What follows belongs to an exercise in optimizing a design on an open flow for small area, a short achievable clock period and few clock cycles; a production flow would make more cautious choices.
No functional check of the RTL was part of any run shown here.
No run shown here takes its clock network from TritonCTS; it comes from the design's own scripts or RTL.
The clock port is modelled as an ideal driver, which makes a skipped or thinned clock tree look cheaper than it is; a real chip needs a root buffer or a tree.
Power and IR drop assume default switching activity.

==> flow/design.v <==
`timescale 1ns/10ps
module ELA(clk, rst, in_data, data_rd, req, wen, addr, data_wr, done);
	input				clk;
	input				rst;
	input		[7:0]	in_data;
	input		[7:0]	data_rd;
	output				req;
	output	reg			wen;
	output	reg	[9:0]	addr;
	output	reg	[7:0]	data_wr;
	output	reg			done;
	reg			nreq;
	assign req = ~nreq;
	reg			s0, s1, s2;
	wire		main = s0 | s1 | s2;
	wire [4:0] col = addr[4:0];
	wire [3:0] rf = addr[9:6];
	wire kge2 = |col[4:1];				 
	wire klow = &col[4:2] & (col[1] | col[0]);	 
	wire last = addr[5] & klow & (rf == 4'd14);	 
	reg	[7:0]	xr, v, yr, p, q;
	reg	[7:0]	dreg, bd;
	reg	[7:0]	sreg, bs;
	wire [7:0] yn = ~yr;
	wire [7:0] sp = xr ^ yr;	 
	wire [7:0] ep = xr ^ yn;	 
	reg [7:0] sg, sq, eg, eq;	 
	integer l, i, t;
	always @(*) begin
		sg = xr & yr;
		sq = sp;
		eg = xr & yn;
		eq = ep;
		for (l = 0; l < 3; l = l + 1)
			for (i = 0; i < 8; i = i + 1)
				if ((i >> l) & 1) begin
					t = ((i >> (l + 1)) << (l + 1)) + (1 << l) - 1;
					sg[i] = sg[i] | (sq[i] & sg[t]);
					sq[i] = sq[i] & sq[t];
					eg[i] = eg[i] | (eq[i] & eg[t]);
					eq[i] = eq[i] & eq[t];
				end
	end
	wire [8:0] sum = {sg[7], sp ^ {sg[6:0], 1'b0}};
	wire [7:0] e0 = ep ^ {eg[6:0], 1'b0};
	wire [7:0] e1 = ep ^ {eg[6:0] | eq[6:0], 1'b1};
	wire [7:0] dm = eg[7] ? e0 : ~e1;
	wire bzero = &bd;
	wire lt = ~bzero & ((&dreg) | (dreg < bd));
	reg cen;
	wire upd = s1 | (lt & cen);
	always @(posedge clk) begin
		dreg <= dm;
		sreg <= sum[8:1];
		if (upd) begin
			bd <= dreg;
			bs <= sreg;
		end
		if (s0) begin
			xr <= v;
			v <= xr;
		end else if (s1)
			xr <= data_rd;
		if (s0)
			yr <= data_wr;
		else if (s1)
			yr <= q;
		else
			yr <= p;
		if (s1) begin
			p <= yr;
			q <= p;
		end
		cen <= s1 ? kge2 : s2 ? ~col[4] | ~col[3] | ~col[2] | ~col[1] : 1'b0;
		data_wr <= s1 ? bs : in_data;
		if (!main && !wen)
			addr <= 10'd31;
		else begin
			addr[4:0] <= col + (s1 ? 5'd30 : s2 ? 5'd3 : s0 ? 5'd0 : 5'd1);
			addr[5] <= s1;
			if (!main)
				addr[9:6] <= {3'd0, nreq & (&col)};
			else if (s0 || (s1 && !kge2))
				addr[9:6] <= rf - 4'd1;
			else if (s2)
				addr[9:6] <= rf + ((addr[5] & klow) ? 4'd2 : 4'd1);
		end
	end
	always @(posedge clk or posedge rst) begin
		if (rst) begin
			s0 <= 1'b0;
			s1 <= 1'b0;
			s2 <= 1'b0;
			nreq <= 1'b0;
			wen <= 1'b0;
			done <= 1'b0;
		end else if (done) begin
			nreq <= 1'b1;
			wen <= 1'b0;
		end else if (!main) begin
			wen <= 1'b1;
			if (wen && col == 5'd30)
				nreq <= 1'b1;
			if (nreq && col == 5'd31)
				s0 <= 1'b1;
		end else begin
			s0 <= s2;
			s1 <= s0;
			s2 <= s1;
			nreq <= ~s0;
			if (s2) begin
				wen <= ~last;
				if (last && col == 5'd31) begin
					done <= 1'b1;
					s0 <= 1'b0;
					wen <= 1'b0;
				end
			end else
				wen <= s1;
		end
	end
endmodule
==> flow/flow/run.sh <==
#!/bin/bash
# Own layout flow: the standard ORFS flow (standard.sh), except that
# - the clock tree is built by flow/cts.tcl, a copy of ORFS's cts.tcl whose
#   TritonCTS call is replaced by one level of clock buffers fed by the clock
#   port (manual_clock_tree there);
# - flow/env.sh may set MAKEVARS, extra ORFS variables for the steps after
#   synthesis. Synthesis is the standard one, unchanged.
# Every tool's output goes to a log in this folder.
set -euo pipefail
W=$(pwd)
rm -rf "$W/scripts"
cp -r "$FLOW_HOME/scripts" "$W/scripts"
cp "$W/flow/cts.tcl" "$W/scripts/cts.tcl"
export SCRIPTS_DIR="$W/scripts"
export CLKTREE_NBUF=4
export CLKTREE_BUF=sky130_fd_sc_hd__clkbuf_16
MAKEVARS=()
if [ -f "$W/flow/env.sh" ]; then source "$W/flow/env.sh"; fi
bash standard.sh synth > "$W/flow_synth.log" 2>&1
for step in floorplan place cts finish; do
  bash standard.sh "${MAKEVARS[@]}" $step > "$W/flow_$step.log" 2>&1
done
test -s "$W/out/final.def"
==> flow/flow/cts.tcl <==
utl::set_metrics_stage "cts__{}"
source $::env(SCRIPTS_DIR)/load.tcl
source $::env(SCRIPTS_DIR)/lec_check.tcl
erase_non_stage_variables cts
load_design 3_place.odb 3_place.sdc
source_step_tcl PRE CTS

# Clone clock tree inverters next to register loads
# so cts does not try to buffer the inverted clocks.
repair_clock_inverters

proc save_progress { stage } {
  puts "Run 'make gui_$stage.odb' to load progress snapshot"
  orfs_write_db $::env(RESULTS_DIR)/$stage.odb
  orfs_write_sdc $::env(RESULTS_DIR)/$stage.sdc
}

# Run CTS
set cts_args [list \
  -sink_clustering_enable \
  -repair_clock_nets]

append_env_var cts_args CTS_BUF_DISTANCE -distance_between_buffers 1
append_env_var cts_args CTS_CLUSTER_SIZE -sink_clustering_size 1
append_env_var cts_args CTS_CLUSTER_DIAMETER -sink_clustering_max_diameter 1
append_env_var cts_args CTS_BUF_LIST -buf_list 1
append_env_var cts_args CTS_LIB_NAME -library 1


if { [env_var_exists_and_non_empty CTS_ARGS] } {
  set cts_args $::env(CTS_ARGS)
}

set_dont_use $::env(DONT_USE_CELLS)

proc kmeans_groups { pts nb } {
  set xs [lsort -real [lmap p $pts {lindex $p 0}]]
  set ys [lsort -real [lmap p $pts {lindex $p 1}]]
  set x0 [lindex $xs 0]; set x1 [lindex $xs end]
  set y0 [lindex $ys 0]; set y1 [lindex $ys end]
  set cent {}
  set side [expr {int(ceil(sqrt($nb)))}]
  set rows [expr {int(ceil(double($nb) / $side))}]
  for {set i 0} {$i < $nb} {incr i} {
    set cx [expr {$i % $side}]; set cy [expr {$i / $side}]
    lappend cent [list [expr {$x0 + ($cx + 0.5) / $side * ($x1 - $x0)}] [expr {$y0 + ($cy + 0.5) / $rows * ($y1 - $y0)}]]
  }
  # balanced k-means: no group takes more than its share of the points
  set cap [expr {int(ceil(double([llength $pts]) / $nb))}]
  for {set iter 0} {$iter < 40} {incr iter} {
    set pairs {}
    set n 0
    foreach p $pts {
      for {set i 0} {$i < $nb} {incr i} {
        set c [lindex $cent $i]
        lappend pairs [list [expr {abs([lindex $p 0] - [lindex $c 0]) + abs([lindex $p 1] - [lindex $c 1])}] $n $i]
      }
      incr n
    }
    set grp [lrepeat $nb {}]
    set cnt [lrepeat $nb 0]
    set done [lrepeat [llength $pts] 0]
    foreach pr [lsort -real -index 0 $pairs] {
      lassign $pr d n i
      if {[lindex $done $n] || [lindex $cnt $i] >= $cap} { continue }
      lset done $n 1
      lset cnt $i [expr {[lindex $cnt $i] + 1}]
      lset grp $i [concat [lindex $grp $i] [list [lindex $pts $n]]]
    }
    set newc {}
    for {set i 0} {$i < $nb} {incr i} {
      set g [lindex $grp $i]
      if {[llength $g] == 0} { lappend newc [lindex $cent $i]; continue }
      set sx 0; set sy 0
      foreach p $g { set sx [expr {$sx + [lindex $p 0]}]; set sy [expr {$sy + [lindex $p 1]}] }
      lappend newc [list [expr {double($sx) / [llength $g]}] [expr {double($sy) / [llength $g]}]]
    }
    set cent $newc
  }
  return [list $grp $cent]
}

# Drive each group of iterms (points {x y iterm}) from a new buffer of
# master bufname placed at the group's centre, fed by net src; returns the
# buffers' input points.
proc buffer_groups { grp cent bufname src prefix } {
  set block [ord::get_db_block]
  set master [[ord::get_db] findMaster $bufname]
  set ins {}
  for {set i 0} {$i < [llength $grp]} {incr i} {
    set g [lindex $grp $i]
    if {[llength $g] == 0} { continue }
    set inst [odb::dbInst_create $block $master ${prefix}$i]
    set net [odb::dbNet_create $block clknet_${prefix}$i]
    $net setSigType CLOCK
    foreach p $g { set it [lindex $p 2]; $it disconnect; $it connect $net }
    set c [lindex $cent $i]
    set x [expr {int([lindex $c 0]) - [$master getWidth] / 2}]
    set y [expr {int([lindex $c 1]) - [$master getHeight] / 2}]
    $inst setLocation $x $y
    $inst setPlacementStatus PLACED
    [$inst findITerm A] connect $src
    [$inst findITerm X] connect $net
    lappend ins [list [lindex $c 0] [lindex $c 1] [$inst findITerm A]]
    puts "clock buffer ${prefix}$i ($bufname) drives [llength $g] pins"
  }
  return $ins
}

proc manual_clock_tree { } {
  set block [ord::get_db_block]
  set clknet [[$block findBTerm clk] getNet]
  set pts {}
  foreach it [$clknet getITerms] {
    set b [[$it getInst] getBBox]
    lappend pts [list [expr {([$b xMin] + [$b xMax]) / 2.0}] [expr {([$b yMin] + [$b yMax]) / 2.0}] $it]
  }
  if {[info exists ::env(CLKTREE_LEAF)] && $::env(CLKTREE_LEAF) ne ""} {
    lassign [kmeans_groups $pts $::env(CLKTREE_NLEAF)] grp cent
    set pts [buffer_groups $grp $cent $::env(CLKTREE_LEAF) $clknet clkleaf_]
  }
  lassign [kmeans_groups $pts $::env(CLKTREE_NBUF)] grp cent
  buffer_groups $grp $cent $::env(CLKTREE_BUF) $clknet clkroot_
  set_propagated_clock [all_clocks]
}
manual_clock_tree

utl::push_metrics_stage "cts__{}__pre_repair_timing"
log_cmd estimate_parasitics -placement
if { $::env(DETAILED_METRICS) } {
  report_metrics 4 "cts pre-repair-timing"
}
utl::pop_metrics_stage

set_placement_padding -global \
  -left $::env(CELL_PAD_IN_SITES_DETAIL_PLACEMENT) \
  -right $::env(CELL_PAD_IN_SITES_DETAIL_PLACEMENT)

set result [catch { detailed_placement } msg]
if { $result != 0 } {
  save_progress 4_1_error
  error "Detailed placement failed in CTS: $msg"
}

log_cmd estimate_parasitics -placement

if { $::env(CTS_SNAPSHOTS) } {
  save_progress 4_1_pre_repair_hold_setup
}

if { !$::env(SKIP_CTS_REPAIR_TIMING) } {
  if { $::env(EQUIVALENCE_CHECK) } {
    write_eqy_verilog 4_before_rsz.v
  }
  if { $::env(LEC_CHECK) } {
    write_lec_verilog 4_before_rsz_lec.v
  }

  repair_timing_helper

  if { $::env(EQUIVALENCE_CHECK) } {
    run_equivalence_test
  }
  if { $::env(LEC_CHECK) } {
    write_lec_verilog 4_after_rsz_lec.v
    run_lec_test 4_rsz 4_before_rsz_lec.v 4_after_rsz_lec.v
  }

  set result [catch { detailed_placement } msg]
  if { $result != 0 } {
    save_progress 4_1_error
    error "Detailed placement failed in CTS: $msg"
  }

  check_placement -verbose
}

report_metrics 4 "cts final"

source_step_tcl POST CTS

orfs_write_db $::env(RESULTS_DIR)/4_1_cts.odb
orfs_write_sdc $::env(RESULTS_DIR)/4_cts.sdc
==> flow/flow/env.sh <==
export BUFFER_PORTS_ARGS="-buffer_cell sky130_fd_sc_hd__buf_2"
==> flow/standard.sh <==
#!/bin/bash
# synth_recipe.tcl (not shown) runs the flow's synth.tcl, then flattens the netlist and writes it again
# the make line also repeats each setting of config.mk as NAME=value (left out here)
make -C /OpenROAD-flow-scripts/flow DESIGN_CONFIG=/design/flow/config.mk WORK_HOME=/design/flow/orfs CLKGATE_MAP_FILE= SYNTH_SCRIPT=/design/flow/synth_recipe.tcl "${@:-finish}"
==> flow/config.mk <==
export PLATFORM = sky130hd
export DESIGN_NAME = ELA
export DESIGN_NICKNAME = ELA
export VERILOG_FILES = /design/flow/design.v
export SDC_FILE = /design/flow/constraint.sdc
export NUM_CORES = 8
export LEC_CHECK = 0
export CAP_MARGIN = 20
export CORE_MARGIN = 2
export CORE_UTILIZATION = 40
export SETUP_SLACK_MARGIN = 3.0
export SLEW_MARGIN = 20
==> flow/constraint.sdc <==
create_clock -name core_clock -period 5.0 [get_ports {clk}]
set_input_delay 1.0000 -clock core_clock [delete_from_list [all_inputs] [get_ports {clk}]]
set_output_delay 1.0000 -clock core_clock [all_outputs]
set_load 0.01 [all_outputs]
==> key figures, run 1 <==
Run status
  – Result of the run: complete, no violations

Floorplanning
  – Area of the die: 12000 sq um
  – Number of cell rows: 38
  – Num ports: 39
  – Height of the chip: 109 microns
  – Initial Util: 0.410
  – Area of the core: 10800 sq um
  – Die width: 109 microns

STA
  – Setup Total Neg Slack: 0 ns
  – Endpoints failing setup: 0
  – Shortest clock period the worst path allows after layout: 2.15 ns
  – Maximum clock skew at final layout: 0.0101 ns
  – Number of pins exceeding their max-slew limit in the final report: 0
  – Unrepaired setup endpoints after global routing: true
  – Hold violation count in the final report: 0
  – Timing-limited maximum frequency: 0.465 GHz
  – Tightest slew margin relative to the limit: 0.635
  – Share of the clock period used by the worst path: 0.430
  – Tightest Pin Transition: 0.547 ns

Layout
  – Share of layout cells above drive strength 1: 0.304
  – Layout Cell Area excl Fill: 5320 sq um
  – Nets@finish: 492
  – Post-synthesis to final-layout area growth: 19.7%
  – Diode insertion count for antenna repair: 0
  – Core utilization of the finished layout: 0.491

Placed design
  – Routability cong.: 0.873
  – Post-place instance area: 4800 sq um
  – IO buf count: 38
  – Half-perimeter wire length after detailed placement: 5.81 mm

Worst setup path
  – Worst setup SP type: flop
  – Maximum fanout encountered on the critical timing path: 4
  – Worst-case register-to-register setup slack: 2.85 ns
  – CP Data Required Time: 5.03 ns
  – Endpoint of the worst-slack reg-to-reg timing path: dreg[5]
  – Path type of the worst setup path: flop to flop
  – Origin of the critical flop-to-flop path: yr[0]
  – Type of destination of the critical path: flop
  – Arrival time at the worst endpoint: 2.19 ns
  – R2R depth: 11

CTS
  – Cts hold-fix bufs: 0
  – Clock network latency to the later pin of the worst-skew pair: 0.16 ns
  – Clk pin slew, worst setup/hold paths: 0.09 ns

Drt
  – Drt first-iter violations: 133
  – Number of routed nets with antenna violations: 0
  – Wire per inst: 15.1 microns
  – Total via count in the routed design: 2853
  – Routed Wire Length: 8.68 mm
  – Length of the first detailed-routing pass in iterations: 4
  – Residual DRC: 0
  – Number of vias per cell: 4.97

Synth
  – Netlist area before placement: 4450 sq um
  – Cell accounting for the most synthesized area: sky130_fd_sc_hd__edfxtp_1
  – Synth unique cells: 50
  – Post-synth top cells: 48 x sky130_fd_sc_hd__edfxtp_1, 43 x sky130_fd_sc_hd__dfxtp_1, 40 x sky130_fd_sc_hd__inv_1
  – Yosys warnings: 1
  – Syn Inst Count: 372
  – Post-Syn Area per Cell: 12.0 sq um
  – Most common cell in the synthesized netlist: sky130_fd_sc_hd__edfxtp_1
  – Most instantiated flip-flop cell in the synthesis netlist: sky130_fd_sc_hd__edfxtp_1
  – Ys async rst share: 0.0619
  – Top cells by area in the synthesized netlist: sky130_fd_sc_hd__edfxtp_1 32%, sky130_fd_sc_hd__dfxtp_1 19%, sky130_fd_sc_hd__ha_1 8.4%
  – Post-synthesis sequential element count: 97
  – Post-synth EDFFs: 48
  – Synthesized Nets: 428
  – Post-synthesis sequential area ratio: 0.552
  – Area share of the largest cell type after synthesis: 0.324

Global routing
  – Met1 track demand over resource: 0.220
  – Aggregate global routing overflow: 0
  – Maximum number of pins on one net before global-route repair: 26
  – First-pass GRT wire length: 13.8 mm
  – Number of global-route vias before repair: 2707
  – Antenna violations before repair: 0
  – GR Util met3: 0.00771
  – Gr busiest metal: met2
  – Met2 layer usage reported by global route: 0.233
  – Overall global routing resource usage: 0.143

Flow run
  – Max Cap Viol: 0

Hold path
  – Worst hold path stage count: 0
  – Start point of the worst min-delay path: sreg[3]
  – Classification of the worst-slack hold path: flop to flop
  – End of the worst hold path: bs[3]

Power and ir drop
  – Final total power: 1.43 mW
  – Lkg Pwr: 2.29 nW
  – Maximum vdd ir drop: 206 uV
  – Areal power density over the cells: 270 nW/um^2
area by class of cell:
type	instances	area (sq um)
Fill cell	984	5520
Inverter	40	150
Sequential cell	97	2460
Buffer	4	100
Tap cell	140	175
Multi-Input combinational cell	225	1940
Timing Repair Buffer	68	493
repair_timing:
| action | in CTS | in global routing |
|---|---|---|
| resized for setup | 18 | 22 |
| pin swaps | 5 | 6 |
| gates cloned | 1 | 0 |
| setup buffers | 12 | 16 |
| setup endpoints to repair | 39 | 31 |
registers in the layout (all words and copies together) (netlist names):
| signal | count |
|---|---|
| addr | 10 |
| bd | 8 |
| bs | 8 |
| cen | 1 |
| data_wr | 8 |
| done | 1 |
| dreg | 8 |
| nreq | 1 |
| p | 8 |
| q | 8 |
| s0 | 1 |
| s1 | 1 |
| s2 | 1 |
| sreg | 8 |
| v | 8 |
| wen | 1 |
| xr | 8 |
| yr | 8 |
worst max path at each step:
stage	startpoint	to	slack [ns]	cells past startpoint
floorplan	s0	addr[4]	2.95	11
global placement	s1	addr[8]	2.53	8
detailed placement	s1	addr[8]	2.41	8
CTS	xr[0]	dreg[5]	2.82	10
global route	xr[0]	dreg[5]	2.72	11
finish	yr[0]	dreg[5]	2.85	11
per-stage QoR:
step / cells / worst slack [ns] / hold WS (ns)
finish: 574 / 2.85 / 0.404
global route: 574 / 2.72 / 0.413
CTS: 558 / 2.82 / 0.409
detailed placement: 541 / 2.41 / 0.389
global placement: 541 / 2.53 / 0.388
floorplan: 372 / 2.95 / 0.386
where the power goes:
group	total [mW]	switching (mW)	internal [mW]	leakage, nW
Clock	0.347	0.200	0.147	0.0493
Combinational	0.170	0.0852	0.0851	1.35
Sequential	0.918	0.0270	0.891	0.899
Total	1.43	0.312	1.12	2.29
per-layer routing:
layer	wire, microns	up-vias
met3	401	7
met4	70	0
met1	4170	1365
li1	-	1426
met5	0	-
met2	4040	55
cells by family after synthesis:
family	after synthesis	share of synthesized area
xor+xnor	14	0.0276
flops	97	0.552
compound gates	65	0.0994
simple gates	78	0.0844
mux	30	0.0723
fa+ha+maj	38	0.120
buf+inv	50	0.0442
critical path, cell delays in order (launching register included):
cell,delay (ns)
sky130_fd_sc_hd__dfxtp_2,0.35
sky130_fd_sc_hd__inv_1,0.06
sky130_fd_sc_hd__ha_2,0.16
sky130_fd_sc_hd__inv_2,0.04
sky130_fd_sc_hd__fa_2,0.38
sky130_fd_sc_hd__nand2b_4,0.16
sky130_fd_sc_hd__nand2_2,0.07
sky130_fd_sc_hd__nand2_2,0.05
sky130_fd_sc_hd__fa_2,0.34
sky130_fd_sc_hd__nor2b_1,0.14
sky130_fd_sc_hd__a31oi_1,0.15
sky130_fd_sc_hd__o211ai_1,0.11
cells in the final DEF (no fill, tap or decap), drive strengths merged, types with 5 or more instances in the layout:
master	count
a21oi	13
buf	67
dfrtp	6
dfxtp	43
edfxtp	48
fa	8
ha	30
inv	40
mux2	17
mux2i	13
nand2	30
nand2b	5
nand3	5
nand4	7
nor2	20
o21ai	22
xnor2	10
==> inputs of run 2 (changes only) <==
--- a/flow/config.mk
+++ b/flow/config.mk
@@ -9,4 +9,4 @@
 export CORE_MARGIN = 2
 export CORE_UTILIZATION = 40
-export SETUP_SLACK_MARGIN = 3.0
+export SETUP_SLACK_MARGIN = 3.05
 export SLEW_MARGIN = 20
==> run 2 against run 1 <==
Register-to-register slack hardly changed. Worst setup slack improved by 0.0065 ns. Critical path depth fell by 3. Power down 0.65%. Cell count fell by 0.87%. Utilization shrank 0.32 points. Synthesized cell count is the same. Fmax rose by 0.30%. Via count up 0.95%. Area after synthesis is the same. Largest cell class unchanged. Largest power group unchanged. Highest routed layer unchanged.
==> key figures, run 2 <==
Floorplanning
  – Area of the die: 12000 sq um
  – Area of the core: 10800 sq um
  – Initial Util: 0.410
  – Num ports: 39
  – Die width: 109 microns
  – Height of the chip: 109 microns
  – Number of cell rows: 38

STA
  – Setup Total Neg Slack: 0 ns
  – Unrepaired setup endpoints after global routing: true
  – Tightest slew margin relative to the limit: 0.649
  – Tightest Pin Transition: 0.523 ns
  – Timing-limited maximum frequency: 0.466 GHz
  – Endpoints failing setup: 0
  – Shortest clock period the worst path allows after layout: 2.14 ns
  – Maximum clock skew at final layout: 0.00648 ns
  – Hold violation count in the final report: 0
  – Number of pins exceeding their max-slew limit in the final report: 0
  – Final worst-path setup slack: 2.86 ns
  – Share of the clock period used by the worst path: 0.429

Drt
  – Number of routed nets with antenna violations: 0
  – Total via count in the routed design: 2880
  – Number of vias per cell: 5.06
  – Wire per inst: 15.8 microns
  – Routed Wire Length: 8.97 mm
  – Residual DRC: 0
  – Drt first-iter violations: 104
  – Length of the first detailed-routing pass in iterations: 4

Flow run
  – Max Cap Viol: 0

Global routing
  – Antenna violations before repair: 0
  – Aggregate global routing overflow: 0
  – Overall global routing resource usage: 0.146
  – Number of global-route vias before repair: 2734
  – First-pass GRT wire length: 13.9 mm
  – Maximum number of pins on one net before global-route repair: 29

Layout
  – Core utilization of the finished layout: 0.488
  – Leading cell type in the layout, fill and taps excluded: sky130_fd_sc_hd__edfxtp_1
  – Combined area of the multi-input logic cells: 1980 sq um
  – Flip-flop and latch area: 2470 sq um
  – Fillers: 991
  – Largest register by flop count: addr
  – Leading cell types in the layout, fill and taps excluded: 48 x sky130_fd_sc_hd__edfxtp_1, 39 x sky130_fd_sc_hd__dfxtp_1, 38 x sky130_fd_sc_hd__buf_2, 34 x sky130_fd_sc_hd__inv_1, 28 x sky130_fd_sc_hd__nand2_1
  – Share of layout cells above drive strength 1: 0.315
  – Post-synthesis to final-layout area growth: 18.9%
  – Diode insertion count for antenna repair: 0
  – Max reg flops: 10
  – Nets@finish: 487

Placed design
  – Routability cong.: 0.784
  – Post-Place Setup Slack: 2.63 ns
  – IO buf count: 38
  – Half-perimeter wire length after detailed placement: 5.68 mm

Worst setup path
  – Path type of the worst setup path: flop to flop
  – R2R depth: 8
  – Slowest CP cell: sky130_fd_sc_hd__edfxtp_1
  – Worst-case register-to-register setup slack: 2.86 ns
  – CP Data Required Time: 5.04 ns
  – Slowest stage delay, CP: 0.42 ns
  – Ordered cell list for the critical path: ha_4 > inv_2 > fa_2 > nand2b_4 > a21oi_2 > o22ai_2 > a221oi_1 > o211ai_1
  – Type of destination of the critical path: flop
  – Maximum fanout encountered on the critical timing path: 5
  – Origin of the critical flop-to-flop path: xr[0]
  – Arrival time at the worst endpoint: 2.19 ns
  – Endpoint of the worst-slack reg-to-reg timing path: dreg[7]
  – Worst setup SP type: flop

Synth
  – Post-Syn Area per Cell: 12.0 sq um
  – Post-synth EDFFs: 48
  – Most instantiated flip-flop cell in the synthesis netlist: sky130_fd_sc_hd__edfxtp_1
  – Synth unique cells: 50
  – Ys async rst share: 0.0619
  – Post-synthesis sequential element count: 97
  – Netlist area before placement: 4450 sq um
  – Synthesized Nets: 428
  – Post-synth top cells: 48 x sky130_fd_sc_hd__edfxtp_1, 43 x sky130_fd_sc_hd__dfxtp_1, 40 x sky130_fd_sc_hd__inv_1
  – Syn Inst Count: 372
  – Top cells by area in the synthesized netlist: sky130_fd_sc_hd__edfxtp_1 32%, sky130_fd_sc_hd__dfxtp_1 19%, sky130_fd_sc_hd__ha_1 8.4%
  – Post-synthesis sequential area ratio: 0.552
  – Cell accounting for the most synthesized area: sky130_fd_sc_hd__edfxtp_1
  – Yosys warnings: 1
  – Most common cell in the synthesized netlist: sky130_fd_sc_hd__edfxtp_1
  – Area share of the largest cell type after synthesis: 0.324

Hold path
  – Worst hold path stage count: 0
  – Start point of the worst min-delay path: sreg[6]
  – End of the worst hold path: bs[6]
  – Classification of the worst-slack hold path: flop to flop

Power and ir drop
  – Areal power density over the cells: 270 nW/um^2
  – Maximum vdd ir drop: 169 uV
  – Lkg Pwr: 2.25 nW

Run status
  – Result of the run: complete, no violations

CTS
  – Clock network latency to the later pin of the worst-skew pair: 0.16 ns
  – Clk pin slew, worst setup/hold paths: 0.09 ns
  – Cts hold-fix bufs: 0
-- run 2: power breakdown --
| part | internal (mW) | leakage [nW] | switching [mW] |
|---|---|---|---|
| sequential | 0.890 | 0.900 | 0.0272 |
| clock | 0.147 | 0.0493 | 0.193 |
| combinational | 0.0786 | 1.30 | 0.0894 |
-- run 2: area by class of cell --
class,instances,area share
plain buffers,4,0.0189
inverters,40,0.0284
multi-input cells,226,0.374
flip-flops and latches,97,0.467
well taps,140,0.0331
repair buffers,62,0.0786
-- run 2: metrics by stage --
| stage | cell area, sq um | instances | hold slack [ns] | power [mW] |
|---|---|---|---|---|
| floorplan | 4510 | 372 | 0.386 | 1.02 |
| global placement | 4800 | 541 | 0.388 | 1.06 |
| detailed placement | 4800 | 541 | 0.391 | 1.07 |
| CTS | 5130 | 559 | 0.412 | 1.43 |
| global route | 5290 | 569 | 0.419 | 1.49 |
| finish | 5290 | 569 | 0.411 | 1.43 |
-- run 2: worst max-delay path: cells and delay by family (launching register included) --
kind,cells,cell delay (ns)
and+or+nand+nor,1,0.16
DFF,1,0.42
buffers and inverters,1,0.04
adders and majority gates,2,0.55
AOI/OAI and AO/OA,4,0.87
-- run 2: how the worst max path moves through the flow --
stage / start / cells after the start / slack, ns / end
finish: xr[0] / 8 / 2.86 / dreg[7]
CTS: xr[0] / 10 / 2.90 / dreg[5]
floorplan: xr[0] / 10 / 2.99 / dreg[5]
global placement: s1 / 9 / 2.70 / addr[4]
detailed placement: s0 / 7 / 2.63 / addr[8]
global route: xr[0] / 10 / 2.77 / dreg[5]
-- run 2: repair_timing --
| item | CTS | global route |
|---|---|---|
| pin swaps | 4 | 11 |
| setup buffers | 13 | 9 |
| endpoints found under the setup margin | 31 | 33 |
| gates cloned | 1 | 1 |
| resized for setup | 26 | 20 |
-- run 2: kinds of logic after synthesis --
| group | Yosys count | synth area share |
|---|---|---|
| fa+ha+maj | 38 | 0.120 |
| buf+inv | 50 | 0.0442 |
| mux | 30 | 0.0723 |
| compound gates | 65 | 0.0994 |
| simple gates | 78 | 0.0844 |
| xor+xnor | 14 | 0.0276 |
| flops | 97 | 0.552 |
-- run 2: per-layer routing --
metal / up-vias / part of all wire / track usage
met5: - / 0 / 0
met4: 0 / 0.016 / 0.0199
met3: 8 / 0.045 / 0.00948
met2: 66 / 0.46 / 0.242
met1: 1381 / 0.47 / 0.215
li1: 1425 / - / -
==> inputs of run 3 (changes only) <==
--- a/flow/config.mk
+++ b/flow/config.mk
@@ -9,4 +9,4 @@
 export CORE_MARGIN = 2
 export CORE_UTILIZATION = 40
-export SETUP_SLACK_MARGIN = 3.05
+export SETUP_SLACK_MARGIN = 2.9
 export SLEW_MARGIN = 20
==> run 3 against run 2 <==
Sequential power barely moved. Hold slack got worse by 0.00066 ns. Largest power group unchanged. Area after synthesis did not move. Register-to-register slack barely moved. Fmax fell by 0.23%. Critical path depth rose by 2.
==> key figures, run 3 <==
Synth
  – Synth unique cells: 50
  – Post-synthesis sequential area ratio: 0.552
  – Most common cell in the synthesized netlist: sky130_fd_sc_hd__edfxtp_1
  – Synthesized Nets: 428
  – Top cells by area in the synthesized netlist: sky130_fd_sc_hd__edfxtp_1 32%, sky130_fd_sc_hd__dfxtp_1 19%, sky130_fd_sc_hd__ha_1 8.4%
  – Post-synthesis sequential element count: 97
  – Synth Area in Adders: 0.120
  – Syn Inst Count: 372
  – Xor and xnor fraction of the mapped netlist area: 0.0276
  – Post-synth top cells: 48 x sky130_fd_sc_hd__edfxtp_1, 43 x sky130_fd_sc_hd__dfxtp_1, 40 x sky130_fd_sc_hd__inv_1
  – Post-synth EDFFs: 48
  – Netlist area before placement: 4450 sq um
  – Yosys warnings: 1
  – Largest family of logic cells by synthesized area: adder cells
  – Fraction of the mapped netlist area in compound gates: 0.0994
  – Ys async rst share: 0.0619
  – Simple-gate area share of the yosys netlist: 0.0844
  – Mux share of post-synthesis cell area: 0.0723
  – Area share of the largest cell type after synthesis: 0.324
  – Cell accounting for the most synthesized area: sky130_fd_sc_hd__edfxtp_1
  – Most instantiated flip-flop cell in the synthesis netlist: sky130_fd_sc_hd__edfxtp_1
  – Post-Syn Area per Cell: 12.0 sq um

Drt
  – Number of vias per cell: 5.04
  – Length of the first detailed-routing pass in iterations: 4
  – Wire per inst: 15.6 microns
  – Routed Wire Length: 8.66 mm
  – Residual DRC: 0
  – Number of routed nets with antenna violations: 0
  – Drt first-iter violations: 111
  – Total via count in the routed design: 2802

Power and ir drop
  – Lkg Pwr: 2.18 nW
  – Areal power density over the cells: 277 nW/um^2
  – Maximum vdd ir drop: 179 uV

Placed design
  – IO buf count: 38
  – Post-Place Setup Slack: 2.59 ns
  – Half-perimeter wire length after detailed placement: 5.79 mm
  – Routability cong.: 0.845

Layout
  – Largest register by flop count: addr
  – Post-synthesis to final-layout area growth: 14.8%
  – Diode insertion count for antenna repair: 0
  – Leading cell type in the layout, fill and taps excluded: sky130_fd_sc_hd__edfxtp_1
  – Core utilization of the finished layout: 0.471
  – Share of layout cells above drive strength 1: 0.252
  – Nets@finish: 474
  – Leading cell types in the layout, fill and taps excluded: 48 x sky130_fd_sc_hd__edfxtp_1, 41 x sky130_fd_sc_hd__dfxtp_1, 38 x sky130_fd_sc_hd__inv_1, 38 x sky130_fd_sc_hd__buf_2, 27 x sky130_fd_sc_hd__nand2_1
  – Fillers: 1018
  – Max reg flops: 10

Floorplanning
  – Area of the die: 12000 sq um
  – Number of cell rows: 38
  – Num ports: 39
  – Die width: 109 microns
  – Initial Util: 0.410
  – Area of the core: 10800 sq um
  – Height of the chip: 109 microns

STA
  – Tightest Pin Transition: 0.515 ns
  – Tightest slew margin relative to the limit: 0.656
  – Endpoints failing setup: 0
  – Timing-limited maximum frequency: 0.465 GHz
  – Setup Total Neg Slack: 0 ns
  – Hold violation count in the final report: 0
  – Maximum clock skew at final layout: 0.00722 ns
  – Share of the clock period used by the worst path: 0.430
  – Number of pins exceeding their max-slew limit in the final report: 0
  – Shortest clock period the worst path allows after layout: 2.15 ns
  – Unrepaired setup endpoints after global routing: true
  – Final worst-path setup slack: 2.85 ns

Worst setup path
  – Path type of the worst setup path: flop to flop
  – Worst setup SP type: flop
  – Arrival time at the worst endpoint: 2.19 ns
  – CP Data Required Time: 5.04 ns
  – Type of destination of the critical path: flop
  – Maximum fanout encountered on the critical timing path: 3

CTS
  – Clk pin slew, worst setup/hold paths: 0.10 ns
  – Cts hold-fix bufs: 0
  – Clock network latency to the later pin of the worst-skew pair: 0.16 ns

Hold path
  – Classification of the worst-slack hold path: flop to flop

Global routing
  – Antenna violations before repair: 0
  – Number of global-route vias before repair: 2741
  – First-pass GRT wire length: 13.8 mm
  – Aggregate global routing overflow: 0
  – Maximum number of pins on one net before global-route repair: 46
  – Overall global routing resource usage: 0.143

Run status
  – Result of the run: complete, no violations

Flow run
  – Max Cap Viol: 0
## run 3: cell type report
type                       instances  area [sq um]  share of cell area
timing repair buffer              50           334              0.0655
inverter                          40           150              0.0294
multi-input combinational        225          1880               0.369
sequential                        97          2460               0.482
buffer                             4           100              0.0196
tap                              140           175              0.0343
## run 3: metrics by stage
stage	power, mW	area (sq um)	std cells	hold slack (ns)
detailed placement	1.07	4780	541	0.391
global placement	1.06	4780	541	0.387
global route	1.48	5100	556	0.424
CTS	1.41	4940	549	0.413
floorplan	1.02	4460	372	0.386
finish	1.41	5100	556	0.411
## run 3: what timing repair did
item,4_1_cts,5_1_grt
endpoints found under the setup margin,23,26
hold endpoints to repair,0,0
pin swaps,2,7
cloned,0,1
buffers inserted,4,6
resized for setup,7,25
## run 3: report_power, final
part	total, mW	switching, mW	internal, mW
sequential	0.918	0.0270	0.891
combinational	0.151	0.0802	0.0713
clock	0.345	0.198	0.147
total	1.41	0.305	1.11
## run 3: final timing paths
| kind | start | to | slack, ns | cells after the start |
|---|---|---|---|---|
| worst max-delay path | xr[0] | dreg[5] | 2.85 | 10 |
| worst min-delay path | sreg[3] | bs[3] | 0.41 | 0 |
| worst max register to register | xr[0] | dreg[5] | 2.85 | 10 |
| worst min register to register | sreg[3] | bs[3] | 0.41 | 0 |
| max in group asynchronous | rst | s0 | 4.02 | 2 |
| min in group asynchronous | rst | nreq | 0.75 | 2 |
## run 3: routing by layer
layer | up-vias | global-route usage | wire length, microns
met2 | 34 | 0.244 | 4060
met3 | 7 | 0.00889 | 246
met5 | - | 0 | 0
met4 | 0 | 0.0108 | 81
li1 | 1393 | - | -
met1 | 1368 | 0.210 | 4270
## run 3: cell families (layout without fill, tap and decap cells)
kind of cell,count (synthesis),after routing
flops,97,97
xor+xnor,14,14
mux,30,30
compound gates,65,65
fa+ha+maj,38,38
simple gates,78,78
buf+inv,50,94
## run 3: critical path, stage by stage, from the launching register on
cell                       delay, ns
sky130_fd_sc_hd__edfxtp_1       0.38
sky130_fd_sc_hd__ha_2           0.18
sky130_fd_sc_hd__inv_2          0.04
sky130_fd_sc_hd__fa_2           0.33
sky130_fd_sc_hd__nand2b_4       0.17
sky130_fd_sc_hd__nand2_4        0.07
sky130_fd_sc_hd__nand2_4        0.05
sky130_fd_sc_hd__fa_2           0.40
sky130_fd_sc_hd__nor2b_4        0.14
sky130_fd_sc_hd__a31oi_1        0.17
sky130_fd_sc_hd__o211ai_1       0.11
==> inputs of run 4 (changes only) <==
--- a/flow/config.mk
+++ b/flow/config.mk
@@ -9,4 +9,4 @@
 export CORE_MARGIN = 2
 export CORE_UTILIZATION = 40
-export SETUP_SLACK_MARGIN = 2.9
+export SETUP_SLACK_MARGIN = 2.97
 export SLEW_MARGIN = 20
==> run 4 against run 3 <==
Combinational power rose by 5%. Synthesized cell count did not move. Sequential share of layout area fell by 0.60 points. Worst setup slack improved by 0.031 ns. Largest cell class unchanged. Largest power group unchanged.
==> key figures, run 4 <==
Floorplanning
  – Initial Util: 0.410
  – Area of the die: 12000 sq um
  – Num ports: 39
  – Number of cell rows: 38
  – Area of the core: 10800 sq um
  – Die width: 109 microns
  – Height of the chip: 109 microns

STA
  – Endpoints failing setup: 0
  – Maximum clock skew at final layout: 0.0101 ns
  – Unrepaired setup endpoints after global routing: true
  – Hold Worst Slack: 0.416 ns
  – Setup Total Neg Slack: 0 ns
  – Shortest clock period the worst path allows after layout: 2.12 ns
  – Timing-limited maximum frequency: 0.472 GHz
  – Tightest Pin Transition: 0.509 ns
  – Hold violation count in the final report: 0
  – Tightest slew margin relative to the limit: 0.661
  – Share of the clock period used by the worst path: 0.424
  – Number of pins exceeding their max-slew limit in the final report: 0

Synth
  – Most instantiated flip-flop cell in the synthesis netlist: sky130_fd_sc_hd__edfxtp_1
  – Post-synthesis sequential area ratio: 0.552
  – Synthesized Nets: 428
  – Area share of the largest cell type after synthesis: 0.324
  – Post-Syn Area per Cell: 12.0 sq um
  – Post-synth EDFFs: 48
  – Most common cell in the synthesized netlist: sky130_fd_sc_hd__edfxtp_1
  – Top cells by area in the synthesized netlist: sky130_fd_sc_hd__edfxtp_1 32%, sky130_fd_sc_hd__dfxtp_1 19%, sky130_fd_sc_hd__ha_1 8.4%
  – Ys async rst share: 0.0619
  – Cell accounting for the most synthesized area: sky130_fd_sc_hd__edfxtp_1
  – Post-synth top cells: 48 x sky130_fd_sc_hd__edfxtp_1, 43 x sky130_fd_sc_hd__dfxtp_1, 40 x sky130_fd_sc_hd__inv_1
  – Syn Inst Count: 372
  – Yosys warnings: 1
  – Netlist area before placement: 4450 sq um
  – Post-synthesis sequential element count: 97
  – Synth unique cells: 50

Hold path
  – Classification of the worst-slack hold path: flop to flop

Run status
  – Result of the run: complete, no violations

Global routing
  – Overall global routing resource usage: 0.140
  – Number of global-route vias before repair: 2714
  – Maximum number of pins on one net before global-route repair: 26
  – Aggregate global routing overflow: 0
  – First-pass GRT wire length: 13.6 mm
  – Antenna violations before repair: 0

Worst setup path
  – CP Data Required Time: 5.04 ns
  – Ordered cell list for the critical path: inv_2 > ha_2 > inv_2 > fa_2 > nand2b_4 > a21oi_2 > o22ai_2 > a221oi_1 > o211ai_1
  – Slowest stage delay, CP: 0.36 ns
  – Arrival time at the worst endpoint: 2.16 ns
  – Number of buffer and inverter instances along the worst setup path: 2
  – Maximum fanout encountered on the critical timing path: 5
  – Worst setup SP type: flop
  – Path type of the worst setup path: flop to flop
  – Type of destination of the critical path: flop
  – Cell with the most instances on the worst path: sky130_fd_sc_hd__inv_2
  – Kind of cell with the highest combined delay on the critical path: compound AO/OA/AOI/OAI gates
  – Slowest CP cell: sky130_fd_sc_hd__dfxtp_4

Placed design
  – Routability cong.: 0.821
  – Post-place instance area: 4800 sq um
  – Half-perimeter wire length after detailed placement: 5.74 mm
  – IO buf count: 38

Layout
  – Leading cell types in the layout, fill and taps excluded: 48 x sky130_fd_sc_hd__edfxtp_1, 41 x sky130_fd_sc_hd__dfxtp_1, 38 x sky130_fd_sc_hd__buf_2, 37 x sky130_fd_sc_hd__inv_1, 28 x sky130_fd_sc_hd__nand2_1
  – Diode insertion count for antenna repair: 0
  – Leading cell type in the layout, fill and taps excluded: sky130_fd_sc_hd__edfxtp_1
  – Fillers: 989
  – Nets@finish: 477
  – Layout Cell Area excl Fill: 5180 sq um
  – Share of layout cells above drive strength 1: 0.265
  – Post-synthesis to final-layout area growth: 16.5%
  – Max reg flops: 10
  – Largest register by flop count: addr

Drt
  – Wire per inst: 15.8 microns
  – Total via count in the routed design: 2820
  – Length of the first detailed-routing pass in iterations: 4
  – Routed Wire Length: 8.81 mm
  – Number of vias per cell: 5.04
  – Drt first-iter violations: 143
  – Number of routed nets with antenna violations: 0
  – Residual DRC: 0

CTS
  – Clock network latency to the later pin of the worst-skew pair: 0.16 ns
  – Clk pin slew, worst setup/hold paths: 0.10 ns

Flow run
  – Max Cap Viol: 0

Power and ir drop
  – Areal power density over the cells: 274 nW/um^2
  – Lkg Pwr: 2.21 nW
  – Maximum vdd ir drop: 156 uV
  – Final total power: 1.42 mW
run 4: cell counts after synthesis:
Identical to the previous run, type by type.
run 4: power by group:
| group | switching (mW) | internal, mW |
|---|---|---|
| registers | 0.0271 | 0.890 |
| clock network | 0.195 | 0.147 |
| logic | 0.0865 | 0.0714 |
| total | 0.308 | 1.11 |
run 4: worst paths after layout:
kind / endpoint / cells past startpoint / startpoint / slack (ns)
min in group asynchronous: s1 / 2 / rst / 0.74
max: dreg[7] / 9 / yr[0] / 2.88
max reg2reg: dreg[7] / 9 / yr[0] / 2.88
max in group asynchronous: s0 / 2 / rst / 4.02
min: bs[3] / 0 / sreg[3] / 0.42
min reg2reg: bs[3] / 0 / sreg[3] / 0.42
run 4: what timing repair did:
| action | 4_1_cts | 5_1_grt |
|---|---|---|
| pin swaps | 5 | 8 |
| hold endpoints to repair | 0 | 0 |
| hold buffers | 0 | 0 |
| buffers inserted | 7 | 5 |
| gates resized for setup | 21 | 14 |
| setup endpoints to repair | 30 | 30 |
| gates cloned | 1 | 1 |
run 4: final cells by class:
| cell class | instances | area (sq um) | share of cell area |
|---|---|---|---|
| Buffer | 4 | 100 | 0.0193 |
| Inverter | 40 | 153 | 0.0295 |
| Multi-Input combinational cell | 226 | 1940 | 0.374 |
| Sequential cell | 97 | 2470 | 0.476 |
| Tap cell | 140 | 175 | 0.0338 |
| Timing Repair Buffer | 52 | 347 | 0.0669 |
run 4: cell families after synthesis:
kind of cell | Yosys count | synth area share
flip-flops | 97 | 0.552
buffers and inverters | 50 | 0.0442
AND/OR/NAND/NOR | 78 | 0.0844
XOR/XNOR | 14 | 0.0276
AO/OA/AOI/OAI | 65 | 0.0994
multiplexers | 30 | 0.0723
adder cells (fa/ha/maj) | 38 | 0.120
run 4: metal layers:
metal  up-vias  GRT usage  wire [microns]
met5         -          0               0
met4         0     0.0136              99
met3         6    0.00830             313
met2        45      0.238            4130
met1      1364      0.206            4270
li1       1405          -               -
run 4: through the flow:
step,worst slack (ns),utilization,instances
after global placement,2.52,0.442,541
after detailed placement,2.47,0.442,541
after CTS,2.89,0.467,553
final,2.88,0.478,559
after global routing,2.79,0.478,559
after floorplan,2.95,-,372
==> inputs of run 5 (changes only) <==
--- a/flow/design.v
+++ b/flow/design.v
@@ -22,35 +22,13 @@
 	reg	[7:0]	dreg, bd;
 	reg	[7:0]	sreg, bs;
-	wire [7:0] yn = ~yr;
-	wire [7:0] sp = xr ^ yr;	 
-	wire [7:0] ep = xr ^ yn;	 
-	reg [7:0] sg, sq, eg, eq;	 
-	integer l, i, t;
-	always @(*) begin
-		sg = xr & yr;
-		sq = sp;
-		eg = xr & yn;
-		eq = ep;
-		for (l = 0; l < 3; l = l + 1)
-			for (i = 0; i < 8; i = i + 1)
-				if ((i >> l) & 1) begin
-					t = ((i >> (l + 1)) << (l + 1)) + (1 << l) - 1;
-					sg[i] = sg[i] | (sq[i] & sg[t]);
-					sq[i] = sq[i] & sq[t];
-					eg[i] = eg[i] | (eq[i] & eg[t]);
-					eq[i] = eq[i] & eq[t];
-				end
-	end
-	wire [8:0] sum = {sg[7], sp ^ {sg[6:0], 1'b0}};
-	wire [7:0] e0 = ep ^ {eg[6:0], 1'b0};
-	wire [7:0] e1 = ep ^ {eg[6:0] | eq[6:0], 1'b1};
-	wire [7:0] dm = eg[7] ? e0 : ~e1;
-	wire bzero = &bd;
-	wire lt = ~bzero & ((&dreg) | (dreg < bd));
+	wire [7:0] sum8, dm;
+	ela_eval u_eval (.x(xr), .y(yr), .s(sum8), .d(dm));
+	wire lt;
+	ela_cmp u_cmp (.c(dreg), .b(bd), .lt(lt));
 	reg cen;
 	wire upd = s1 | (lt & cen);
 	always @(posedge clk) begin
 		dreg <= dm;
-		sreg <= sum[8:1];
+		sreg <= sum8;
 		if (upd) begin
 			bd <= dreg;
@@ -121,2 +99,36 @@
 	end
 endmodule
+module ela_eval(x, y, s, d);
+	input		[7:0]	x, y;
+	output		[7:0]	s, d;
+	wire [7:0] yn = ~y;
+	wire [7:0] sp = x ^ y;	 
+	wire [7:0] ep = x ^ yn;	 
+	reg [7:0] sg, sq, eg, eq;	 
+	integer l, i, t;
+	always @(*) begin
+		sg = x & y;
+		sq = sp;
+		eg = x & yn;
+		eq = ep;
+		for (l = 0; l < 3; l = l + 1)
+			for (i = 0; i < 8; i = i + 1)
+				if ((i >> l) & 1) begin
+					t = ((i >> (l + 1)) << (l + 1)) + (1 << l) - 1;
+					sg[i] = sg[i] | (sq[i] & sg[t]);
+					sq[i] = sq[i] & sq[t];
+					eg[i] = eg[i] | (eq[i] & eg[t]);
+					eq[i] = eq[i] & eq[t];
+				end
+	end
+	wire [8:0] sum = {sg[7], sp ^ {sg[6:0], 1'b0}};
+	wire [7:0] e0 = ep ^ {eg[6:0], 1'b0};
+	wire [7:0] e1 = ep ^ {eg[6:0] | eq[6:0], 1'b1};
+	assign s = sum[8:1];
+	assign d = eg[7] ? e0 : ~e1;
+endmodule
+module ela_cmp(c, b, lt);
+	input		[7:0]	c, b;
+	output				lt;
+	assign lt = ~(&b) & ((&c) | (c < b));
+endmodule
--- a/flow/config.mk
+++ b/flow/config.mk
@@ -9,4 +9,5 @@
 export CORE_MARGIN = 2
 export CORE_UTILIZATION = 40
-export SETUP_SLACK_MARGIN = 2.97
+export SETUP_SLACK_MARGIN = 2.95
 export SLEW_MARGIN = 20
+export SYNTH_HIERARCHICAL = 1
==> run 5 against run 4 <==
Cell count down 3.9%. Power up 1.7%. Critical endpoint is now dreg[5]. Hold slack worse by 0.0014 ns. Still clean. Via count down 5.3%. Die area down 1.7%. Design area down 3.8%. Combinational power up 3%. Critical path type unchanged. First-iteration DRC count down 0.70%.
==> key figures, run 5 <==
STA
  – Setup Total Neg Slack: 0 ns
  – Number of pins exceeding their max-slew limit in the final report: 0
  – Share of the clock period used by the worst path: 0.421
  – Unrepaired setup endpoints after global routing: true
  – Tightest slew margin relative to the limit: 0.618
  – Timing-limited maximum frequency: 0.475 GHz
  – Endpoints failing setup: 0
  – Shortest clock period the worst path allows after layout: 2.10 ns
  – Hold violation count in the final report: 0
  – Maximum clock skew at final layout: 0.00796 ns
  – Tightest Pin Transition: 0.572 ns

Placed design
  – IO buf count: 38
  – Half-perimeter wire length after detailed placement: 5.79 mm
  – Routability cong.: 0.851

Global routing
  – Aggregate global routing overflow: 0
  – Overall global routing resource usage: 0.135
  – Maximum number of pins on one net before global-route repair: 33
  – Antenna violations before repair: 0
  – First-pass GRT wire length: 12.7 mm
  – Number of global-route vias before repair: 2502

Layout
  – Max reg flops: 10
  – Nets@finish: 455
  – Post-synthesis to final-layout area growth: 14.1%
  – Core utilization of the finished layout: 0.464
  – Fillers: 1000
  – Share of layout cells above drive strength 1: 0.277
  – Leading cell types in the layout, fill and taps excluded: 48 x sky130_fd_sc_hd__edfxtp_1, 40 x sky130_fd_sc_hd__dfxtp_1, 38 x sky130_fd_sc_hd__buf_2, 32 x sky130_fd_sc_hd__inv_1, 26 x sky130_fd_sc_hd__ha_1
  – Largest register by flop count: addr
  – Diode insertion count for antenna repair: 0
  – Leading cell type in the layout, fill and taps excluded: sky130_fd_sc_hd__edfxtp_1

Synth
  – Post-synthesis sequential area ratio: 0.562
  – Most instantiated flip-flop cell in the synthesis netlist: sky130_fd_sc_hd__edfxtp_1
  – Cell accounting for the most synthesized area: sky130_fd_sc_hd__edfxtp_1
  – Synth unique cells: 49
  – Top cells by area in the synthesized netlist: sky130_fd_sc_hd__edfxtp_1 33%, sky130_fd_sc_hd__dfxtp_1 20%, sky130_fd_sc_hd__ha_1 8.6%
  – Area share of the largest cell type after synthesis: 0.330
  – Post-synth EDFFs: 48
  – Post-Syn Area per Cell: 12.4 sq um
  – Post-synthesis sequential element count: 97
  – Netlist area before placement: 4370 sq um
  – Yosys warnings: 8
  – Ys async rst share: 0.0619
  – Post-synth top cells: 48 x sky130_fd_sc_hd__edfxtp_1, 43 x sky130_fd_sc_hd__dfxtp_1, 35 x sky130_fd_sc_hd__inv_1
  – Synthesized Nets: 409
  – Syn Inst Count: 353
  – Most common cell in the synthesized netlist: sky130_fd_sc_hd__edfxtp_1

Worst setup path
  – Origin of the critical flop-to-flop path: xr[0]
  – Endpoint of the worst-slack reg-to-reg timing path: dreg[5]
  – R2R depth: 10
  – Maximum fanout encountered on the critical timing path: 4
  – Worst setup SP type: flop
  – Worst-case register-to-register setup slack: 2.90 ns
  – Arrival time at the worst endpoint: 2.16 ns
  – Type of destination of the critical path: flop
  – Path type of the worst setup path: flop to flop
  – CP Data Required Time: 5.06 ns

Hold path
  – End of the worst hold path: bs[1]
  – Worst hold path stage count: 0
  – Classification of the worst-slack hold path: flop to flop
  – Start point of the worst min-delay path: sreg[1]

CTS
  – Clk pin slew, worst setup/hold paths: 0.10 ns
  – Cts hold-fix bufs: 0
  – Clock network latency to the later pin of the worst-skew pair: 0.16 ns

Drt
  – Wire per inst: 15.6 microns
  – Number of routed nets with antenna violations: 0
  – Total via count in the routed design: 2670
  – Number of vias per cell: 4.97
  – Routed Wire Length: 8.38 mm
  – Residual DRC: 0
  – Drt first-iter violations: 142
  – Length of the first detailed-routing pass in iterations: 4

Floorplanning
  – Initial Util: 0.406
  – Num ports: 39
  – Height of the chip: 108 microns
  – Area of the core: 10700 sq um
  – Number of cell rows: 38
  – Die width: 108 microns
  – Area of the die: 11800 sq um

Power and ir drop
  – Areal power density over the cells: 289 nW/um^2
  – Maximum vdd ir drop: 156 uV
  – Lkg Pwr: 2.11 nW

Flow run
  – Max Cap Viol: 0

Run status
  – Result of the run: complete, no violations
## run 5: kinds of logic (layout without fill, tap and decap cells)
| logic type | after synthesis | in the layout | synth area share |
|---|---|---|---|
| adders and majority gates | 38 | 38 | 0.123 |
| buffers and inverters | 48 | 92 | 0.0464 |
| AOI/OAI and AO/OA | 57 | 57 | 0.0797 |
| and+or+nand+nor | 63 | 63 | 0.0748 |
| muxes | 33 | 33 | 0.0808 |
| DFF | 97 | 97 | 0.562 |
| xor gates and xnor gates | 17 | 17 | 0.0341 |
## run 5: worst max-delay path: stages (launching register included)
cell,delay [ns]
sky130_fd_sc_hd__edfxtp_1,0.42
sky130_fd_sc_hd__ha_2,0.19
sky130_fd_sc_hd__inv_2,0.03
sky130_fd_sc_hd__fa_2,0.33
sky130_fd_sc_hd__nand3b_1,0.20
sky130_fd_sc_hd__nand2_2,0.10
sky130_fd_sc_hd__inv_2,0.05
sky130_fd_sc_hd__fa_2,0.35
sky130_fd_sc_hd__o21ai_1,0.08
sky130_fd_sc_hd__mux2i_1,0.10
sky130_fd_sc_hd__xnor2_1,0.14
## run 5: routing by layer
layer	vias to the layer above	global-route usage	routed length [microns]
met5	-	0	0
li1	1319	-	-
met4	0	0.0110	83
met1	1298	0.205	4100
met2	46	0.220	3920
met3	7	0.0121	278
## run 5: report_power, final
group | switching, mW | leakage (nW) | total (mW) | internal, mW
combinational | 0.0932 | 1.16 | 0.163 | 0.0700
sequential | 0.0310 | 0.901 | 0.935 | 0.904
clock | 0.196 | 0.0493 | 0.343 | 0.147
total | 0.320 | 2.11 | 1.44 | 1.12
## run 5: final cells by class
| cell class | instances | area [sq um] | share of cell area |
|---|---|---|---|
| repair buffers | 52 | 310 | 0.0623 |
| well taps | 140 | 175 | 0.0351 |
| flip-flops and latches | 97 | 2460 | 0.494 |
| inverters | 36 | 135 | 0.0271 |
| plain buffers | 4 | 100 | 0.0201 |
| multi-input cells | 208 | 1800 | 0.361 |
## run 5: worst max-delay path by stage
stage,startpoint,end
finish,xr[0],dreg[5]
global route,xr[0],dreg[5]
CTS,addr[3],addr[9]
detailed placement,s1,addr[9]
global placement,s1,addr[9]
floorplan,s1,addr[4]
## run 5: stage by stage
stage               instance area [sq um]  std cells  setup WS [ns]  power (mW)  hold slack [ns]
floorplan                            4390        353           2.95        1.05            0.386
detailed placement                   4680        520           2.58        1.11            0.393
finish                               4980        537           2.90        1.44            0.415
global placement                     4680        520           2.70        1.10            0.389
global route                         4980        537           2.80        1.51            0.432
CTS                                  4870        528           2.95        1.44            0.416
## run 5: timing repair
| action | 4_1_cts | 5_1_grt |
|---|---|---|
| pin swaps | 2 | 13 |
| resized for setup | 16 | 17 |
| endpoints found under the hold margin | 0 | 0 |
| buffers inserted | 4 | 9 |
| cloned | 0 | 0 |
| setup endpoints to repair | 33 | 28 |
## run 5: Yosys stat by module (local to each module, per instance)
module / cells / flip-flops and latches / cell area (sq um) / times used
ela_eval: 94 / 0 / 777 / 1
ELA: 226 / 97 / 3370 / 1
ela_cmp: 33 / 0 / 219 / 1
==> inputs of run 6 (changes only) <==
--- a/flow/config.mk
+++ b/flow/config.mk
@@ -9,5 +9,5 @@
 export CORE_MARGIN = 2
 export CORE_UTILIZATION = 40
-export SETUP_SLACK_MARGIN = 2.95
+export SETUP_SLACK_MARGIN = 3.0
 export SLEW_MARGIN = 20
 export SYNTH_HIERARCHICAL = 1
==> run 6 against run 5 <==
Clock power is essentially flat. Via count is essentially flat. Critical endpoint unchanged. Area after synthesis is the same. Critical path type unchanged. Power is essentially flat.
==> key figures, run 6 <==
Layout
  – Combined area of the multi-input logic cells: 1840 sq um
  – Diode insertion count for antenna repair: 0
  – Leading cell types in the layout, fill and taps excluded: 48 x sky130_fd_sc_hd__edfxtp_1, 39 x sky130_fd_sc_hd__dfxtp_1, 38 x sky130_fd_sc_hd__buf_2, 32 x sky130_fd_sc_hd__inv_1, 26 x sky130_fd_sc_hd__ha_1
  – Max reg flops: 10
  – Leading cell type in the layout, fill and taps excluded: sky130_fd_sc_hd__edfxtp_1
  – Core utilization of the finished layout: 0.474
  – Fillers: 996
  – Post-synthesis to final-layout area growth: 16.7%
  – Nets@finish: 461
  – Flip-flop and latch area: 2470 sq um
  – Share of layout cells above drive strength 1: 0.295
  – Largest register by flop count: addr

STA
  – Hold violation count in the final report: 0
  – Unrepaired setup endpoints after global routing: true
  – Tightest Pin Transition: 0.544 ns
  – Setup Total Neg Slack: 0 ns
  – Endpoints failing setup: 0
  – Maximum clock skew at final layout: 0.0126 ns
  – Tightest slew margin relative to the limit: 0.637
  – Hold Worst Slack: 0.407 ns
  – Share of the clock period used by the worst path: 0.444
  – Shortest clock period the worst path allows after layout: 2.22 ns
  – Number of pins exceeding their max-slew limit in the final report: 0
  – Timing-limited maximum frequency: 0.450 GHz

Power and ir drop
  – Areal power density over the cells: 283 nW/um^2
  – Maximum vdd ir drop: 171 uV
  – Lkg Pwr: 2.16 nW

Drt
  – Length of the first detailed-routing pass in iterations: 4
  – Total via count in the routed design: 2668
  – Number of vias per cell: 4.91
  – Number of routed nets with antenna violations: 0
  – Residual DRC: 0
  – Wire per inst: 15.4 microns
  – Routed Wire Length: 8.34 mm
  – Drt first-iter violations: 179

Global routing
  – First-pass GRT wire length: 13.1 mm
  – Maximum number of pins on one net before global-route repair: 26
  – Overall global routing resource usage: 0.139
  – Aggregate global routing overflow: 0
  – Number of global-route vias before repair: 2532
  – Antenna violations before repair: 0

Worst setup path
  – Arrival time at the worst endpoint: 2.27 ns
  – Path type of the worst setup path: flop to flop
  – Type of destination of the critical path: flop
  – Worst setup SP type: flop
  – CP Data Required Time: 5.05 ns
  – Maximum fanout encountered on the critical timing path: 3

Synth
  – Cell accounting for the most synthesized area: sky130_fd_sc_hd__edfxtp_1
  – Netlist area before placement: 4370 sq um
  – Yosys warnings: 8
  – Most instantiated flip-flop cell in the synthesis netlist: sky130_fd_sc_hd__edfxtp_1
  – Post-synthesis sequential element count: 97
  – Most common cell in the synthesized netlist: sky130_fd_sc_hd__edfxtp_1
  – Synthesized Nets: 409
  – Ys async rst share: 0.0619
  – Top cells by area in the synthesized netlist: sky130_fd_sc_hd__edfxtp_1 33%, sky130_fd_sc_hd__dfxtp_1 20%, sky130_fd_sc_hd__ha_1 8.6%
  – Area share of the largest cell type after synthesis: 0.330
  – Post-synth EDFFs: 48
  – Post-Syn Area per Cell: 12.4 sq um
  – Post-synthesis sequential area ratio: 0.562
  – Syn Inst Count: 353
  – Synth unique cells: 49
  – Post-synth top cells: 48 x sky130_fd_sc_hd__edfxtp_1, 43 x sky130_fd_sc_hd__dfxtp_1, 35 x sky130_fd_sc_hd__inv_1

Placed design
  – Routability cong.: 0.828
  – IO buf count: 38
  – Half-perimeter wire length after detailed placement: 5.46 mm

Flow run
  – Max Cap Viol: 0

Floorplanning
  – Height of the chip: 108 microns
  – Num ports: 39
  – Number of cell rows: 38
  – Area of the core: 10700 sq um
  – Initial Util: 0.406
  – Die width: 108 microns
  – Area of the die: 11800 sq um

Hold path
  – Classification of the worst-slack hold path: flop to flop

Run status
  – Result of the run: complete, no violations

CTS
  – Clk pin slew, worst setup/hold paths: 0.10 ns
  – Clock network latency to the later pin of the worst-skew pair: 0.16 ns
==> run 6: cell counts after synthesis <==
Identical to the previous run, type by type.
==> run 6: routing by layer <==
layer	vias to the layer above	part of all wire	global-route usage
li1	1335	-	-
met1	1277	0.47	0.204
met2	48	0.48	0.234
met3	8	0.035	0.0121
met4	0	0.0092	0.0110
met5	-	0	0
==> run 6: worst max-delay path, cell delays in order (launching register included) <==
cell and delay, ns:
sky130_fd_sc_hd__edfxtp_1 0.48, sky130_fd_sc_hd__ha_2 0.23, sky130_fd_sc_hd__inv_2 0.04, sky130_fd_sc_hd__fa_2 0.35, sky130_fd_sc_hd__nand3b_1 0.22, sky130_fd_sc_hd__nand2_2 0.11, sky130_fd_sc_hd__inv_2 0.05, sky130_fd_sc_hd__fa_2 0.34
sky130_fd_sc_hd__o21ai_2 0.06, sky130_fd_sc_hd__mux2i_1 0.10, sky130_fd_sc_hd__xnor2_1 0.13
==> run 6: path summary, 6_finish.rpt <==
kind | start | to | slack [ns] | cells past startpoint
max in group asynchronous | rst | s1 | 4.03 | 2
worst max-delay path | xr[0] | dreg[5] | 2.78 | 10
min in group asynchronous | rst | nreq | 0.75 | 2
worst min register to register | sreg[7] | bs[7] | 0.41 | 0
worst max register to register | xr[0] | dreg[5] | 2.78 | 10
worst min-delay path | sreg[7] | bs[7] | 0.41 | 0
==> run 6: timing repair <==
action	in CTS	in global routing
pin swaps	7	11
endpoints found under the setup margin	35	17
hold buffers	0	0
setup buffers	8	12
hold endpoints to repair	0	0
gates resized for setup	19	21
==> run 6: cell families (layout without fill, tap and decap cells) <==
logic type / count (synthesis) / after routing / share of synthesized area
fa+ha+maj: 38 / 38 / 0.123
compound gates: 57 / 57 / 0.0797
buf+inv: 48 / 98 / 0.0464
flops: 97 / 97 / 0.562
simple gates: 63 / 63 / 0.0748
mux: 33 / 33 / 0.0808
xor+xnor: 17 / 17 / 0.0341
==> run 6: layout make-up <==
type / instances / area share
buffer: 4 / 0.0196
timing repair buffer: 58 / 0.0744
multi-input combinational: 208 / 0.361
tap: 140 / 0.0344
inverter: 36 / 0.0265
sequential: 97 / 0.484
==> run 6: where the power goes <==
part / internal, mW / total, mW / switching (mW)
clock: 0.147 / 0.343 / 0.196
sequential: 0.904 / 0.933 / 0.0289
combinational: 0.0708 / 0.165 / 0.0938
==> run 6: through the flow <==
step	instances	setup WS (ns)	cell area [sq um]	power (mW)
after floorplan	353	2.97	4400	1.05
after global placement	519	2.61	4680	1.10
after detailed placement	519	2.51	4680	1.11
after CTS	531	2.81	4930	1.45
after global routing	543	2.71	5100	1.51
final	543	2.78	5100	1.44
==> run 6: Yosys stat by module (local to each module, per instance) <==
module    flip-flops and latches  cells  cell area, sq um
ela_cmp                        0     33               219
ela_eval                       0     94               777
ELA                           97    226              3370
==> inputs of run 7 (changes only) <==
--- a/flow/config.mk
+++ b/flow/config.mk
@@ -9,5 +9,5 @@
 export CORE_MARGIN = 2
 export CORE_UTILIZATION = 40
-export SETUP_SLACK_MARGIN = 3.0
+export SETUP_SLACK_MARGIN = 3.05
 export SLEW_MARGIN = 20
 export SYNTH_HIERARCHICAL = 1
==> run 7 against run 6 <==
Still clean. Critical path depth stayed put. Global-route usage is 0.69 points higher. Synthesized cell count stayed put. Fmax is 8.0% higher. Sequential cell count stayed put. Power is 0.14% higher. Combinational power is 2% lower. First-iteration DRC count is 20% lower. Worst setup slack better by 0.17 ns. Area after synthesis stayed put. Routed wire length is 3.4% higher.
==> key figures, run 7 <==
Run status
  – Result of the run: complete, no violations

Global routing
  – Number of global-route vias before repair: 2645
  – Overall global routing resource usage: 0.146
  – Antenna violations before repair: 0
  – First-pass GRT wire length: 13.6 mm
  – Aggregate global routing overflow: 0
  – Maximum number of pins on one net before global-route repair: 35

Placed design
  – Post-place instance area: 4700 sq um
  – # placed instances: 520
  – Post-Place Setup Slack: 2.71 ns
  – Half-perimeter wire length after detailed placement: 5.76 mm
  – Routability cong.: 0.836

Hold path
  – Classification of the worst-slack hold path: flop to flop

Synth
  – Post-Syn Area per Cell: 12.4 sq um
  – Ys async rst share: 0.0619
  – Yosys warnings: 8
  – Post-synthesis sequential area ratio: 0.562
  – Top cells by area in the synthesized netlist: sky130_fd_sc_hd__edfxtp_1 33%, sky130_fd_sc_hd__dfxtp_1 20%, sky130_fd_sc_hd__ha_1 8.6%
  – Netlist area before placement: 4370 sq um
  – Post-synth top cells: 48 x sky130_fd_sc_hd__edfxtp_1, 43 x sky130_fd_sc_hd__dfxtp_1, 35 x sky130_fd_sc_hd__inv_1
  – Post-synthesis sequential element count: 97
  – Synth unique cells: 49

Drt
  – Routed Wire Length: 8.62 mm
  – Residual DRC: 0
  – Total via count in the routed design: 2715
  – Number of vias per cell: 4.92

Layout
  – Core utilization of the finished layout: 0.478
  – Post-synthesis to final-layout area growth: 17.7%
  – Layout Cell Area excl Fill: 5140 sq um
  – Leading cell type in the layout, fill and taps excluded: sky130_fd_sc_hd__edfxtp_1
  – Non-Filler Instances: 552

Floorplanning
  – Area of the die: 11800 sq um
  – Die width: 108 microns
  – Initial Util: 0.406
  – Height of the chip: 108 microns
  – Num ports: 39

STA
  – Unrepaired setup endpoints after global routing: true
  – Setup Total Neg Slack: 0 ns
  – Hold violation count in the final report: 0
  – Number of pins exceeding their max-slew limit in the final report: 0
  – Share of the clock period used by the worst path: 0.411

Worst setup path
  – Arrival time at the worst endpoint: 2.11 ns
  – Maximum fanout encountered on the critical timing path: 3
  – Worst setup SP type: flop

CTS
  – Cts hold-fix bufs: 0
  – Clk pin slew, worst setup/hold paths: 0.10 ns

Power and ir drop
  – Lkg Pwr: 2.19 nW
  – Maximum vdd ir drop: 155 uV

Flow run
  – Max Cap Viol: 0
run 7: Yosys stat by module, one instance, submodules excluded:
module    flops+latches  cells inside
ELA                  97           226
ela_eval              0            94
ela_cmp               0            33
run 7: where the power goes:
group	switching [mW]	internal, mW
combinational	0.0909	0.0698
sequential	0.0311	0.904
clock	0.199	0.147
run 7: final timing paths:
path	start	endpoint	slack, ns	depth (start not counted)
worst max-delay path	xr[0]	dreg[5]	2.94	10
worst min-delay path	sreg[3]	bs[3]	0.41	0
worst max register to register	xr[0]	dreg[5]	2.94	10
worst min register to register	sreg[3]	bs[3]	0.41	0
max in group asynchronous	rst	s0	4.02	2
min in group asynchronous	rst	wen	0.75	2
run 7: layout make-up:
class | instances | area [sq um]
Inverter | 36 | 135
Timing Repair Buffer | 67 | 462
Multi-Input combinational cell | 208 | 1800
Tap cell | 140 | 175
Sequential cell | 97 | 2470
Fill cell | 1008 | 5600
Buffer | 4 | 100
run 7: cells by family (layout without fill, tap and decap cells):
group | after synthesis | count (layout) | synth area share
xor+xnor | 17 | 17 | 0.0341
compound gates | 57 | 57 | 0.0797
buf+inv | 48 | 107 | 0.0464
mux | 33 | 33 | 0.0808
fa+ha+maj | 38 | 38 | 0.123
simple gates | 63 | 63 | 0.0748
flops | 97 | 97 | 0.562
run 7: per-layer routing:
metal / track usage / part of all wire / vias to the layer above
met4: 0.0238 / 0.018 / 0
met3: 0.00723 / 0.037 / 11
met5: 0 / 0 / -
li1: - / - / 1346
met1: 0.218 / 0.47 / 1310
met2: 0.239 / 0.47 / 48
run 7: repair_timing:
action	in CTS	in global routing
pin swaps	7	5
setup endpoints to repair	35	16
cloned	0	1
gates resized for setup	21	13
setup buffers	17	10
run 7: worst max-delay path: stages, from the launching register on:
cell                       delay [ns]
sky130_fd_sc_hd__edfxtp_1        0.40
sky130_fd_sc_hd__ha_2            0.19
sky130_fd_sc_hd__inv_2           0.04
sky130_fd_sc_hd__fa_2            0.33
sky130_fd_sc_hd__nand3b_1        0.20
sky130_fd_sc_hd__nand2_2         0.10
sky130_fd_sc_hd__inv_2           0.05
sky130_fd_sc_hd__fa_2            0.34
sky130_fd_sc_hd__o21ai_1         0.08
sky130_fd_sc_hd__mux2i_1         0.09
sky130_fd_sc_hd__xnor2_1         0.13

-- separate check: timing with driven ports --
How much do the figures lean on ideal ports? The routed layouts below were timed once more, with nothing changed but the port constraints. Step 1 sets driving cells, clkbuf_16 on the clock port and buf_2 on the other inputs (assumed; they add their load-dependent delay and slew). Step 2 times the ports against the registers' clock, not the clock port: input delays grow and output delays shrink by t, the midpoint of the rising clock arrivals with the driver on. Slacks: ideal ports / drivers / drivers and shift; pairs: ideal ports / drivers.
run | t, ns | setup slack, ns
run 1 | 0.231 | 2.849 / 2.849 / 2.849
run 2 | 0.233 | 2.855 / 2.855 / 2.855
run 3 | 0.235 | 2.850 / 2.851 / 2.851
run 4 | 0.239 | 2.882 / 2.882 / 2.882
run 5 | 0.233 | 2.896 / 2.896 / 2.896
run 6 | 0.231 | 2.780 / 2.780 / 2.780
run 7 | 0.236 | 2.945 / 2.945 / 2.945
After both steps setup and hold are still met in every run listed.
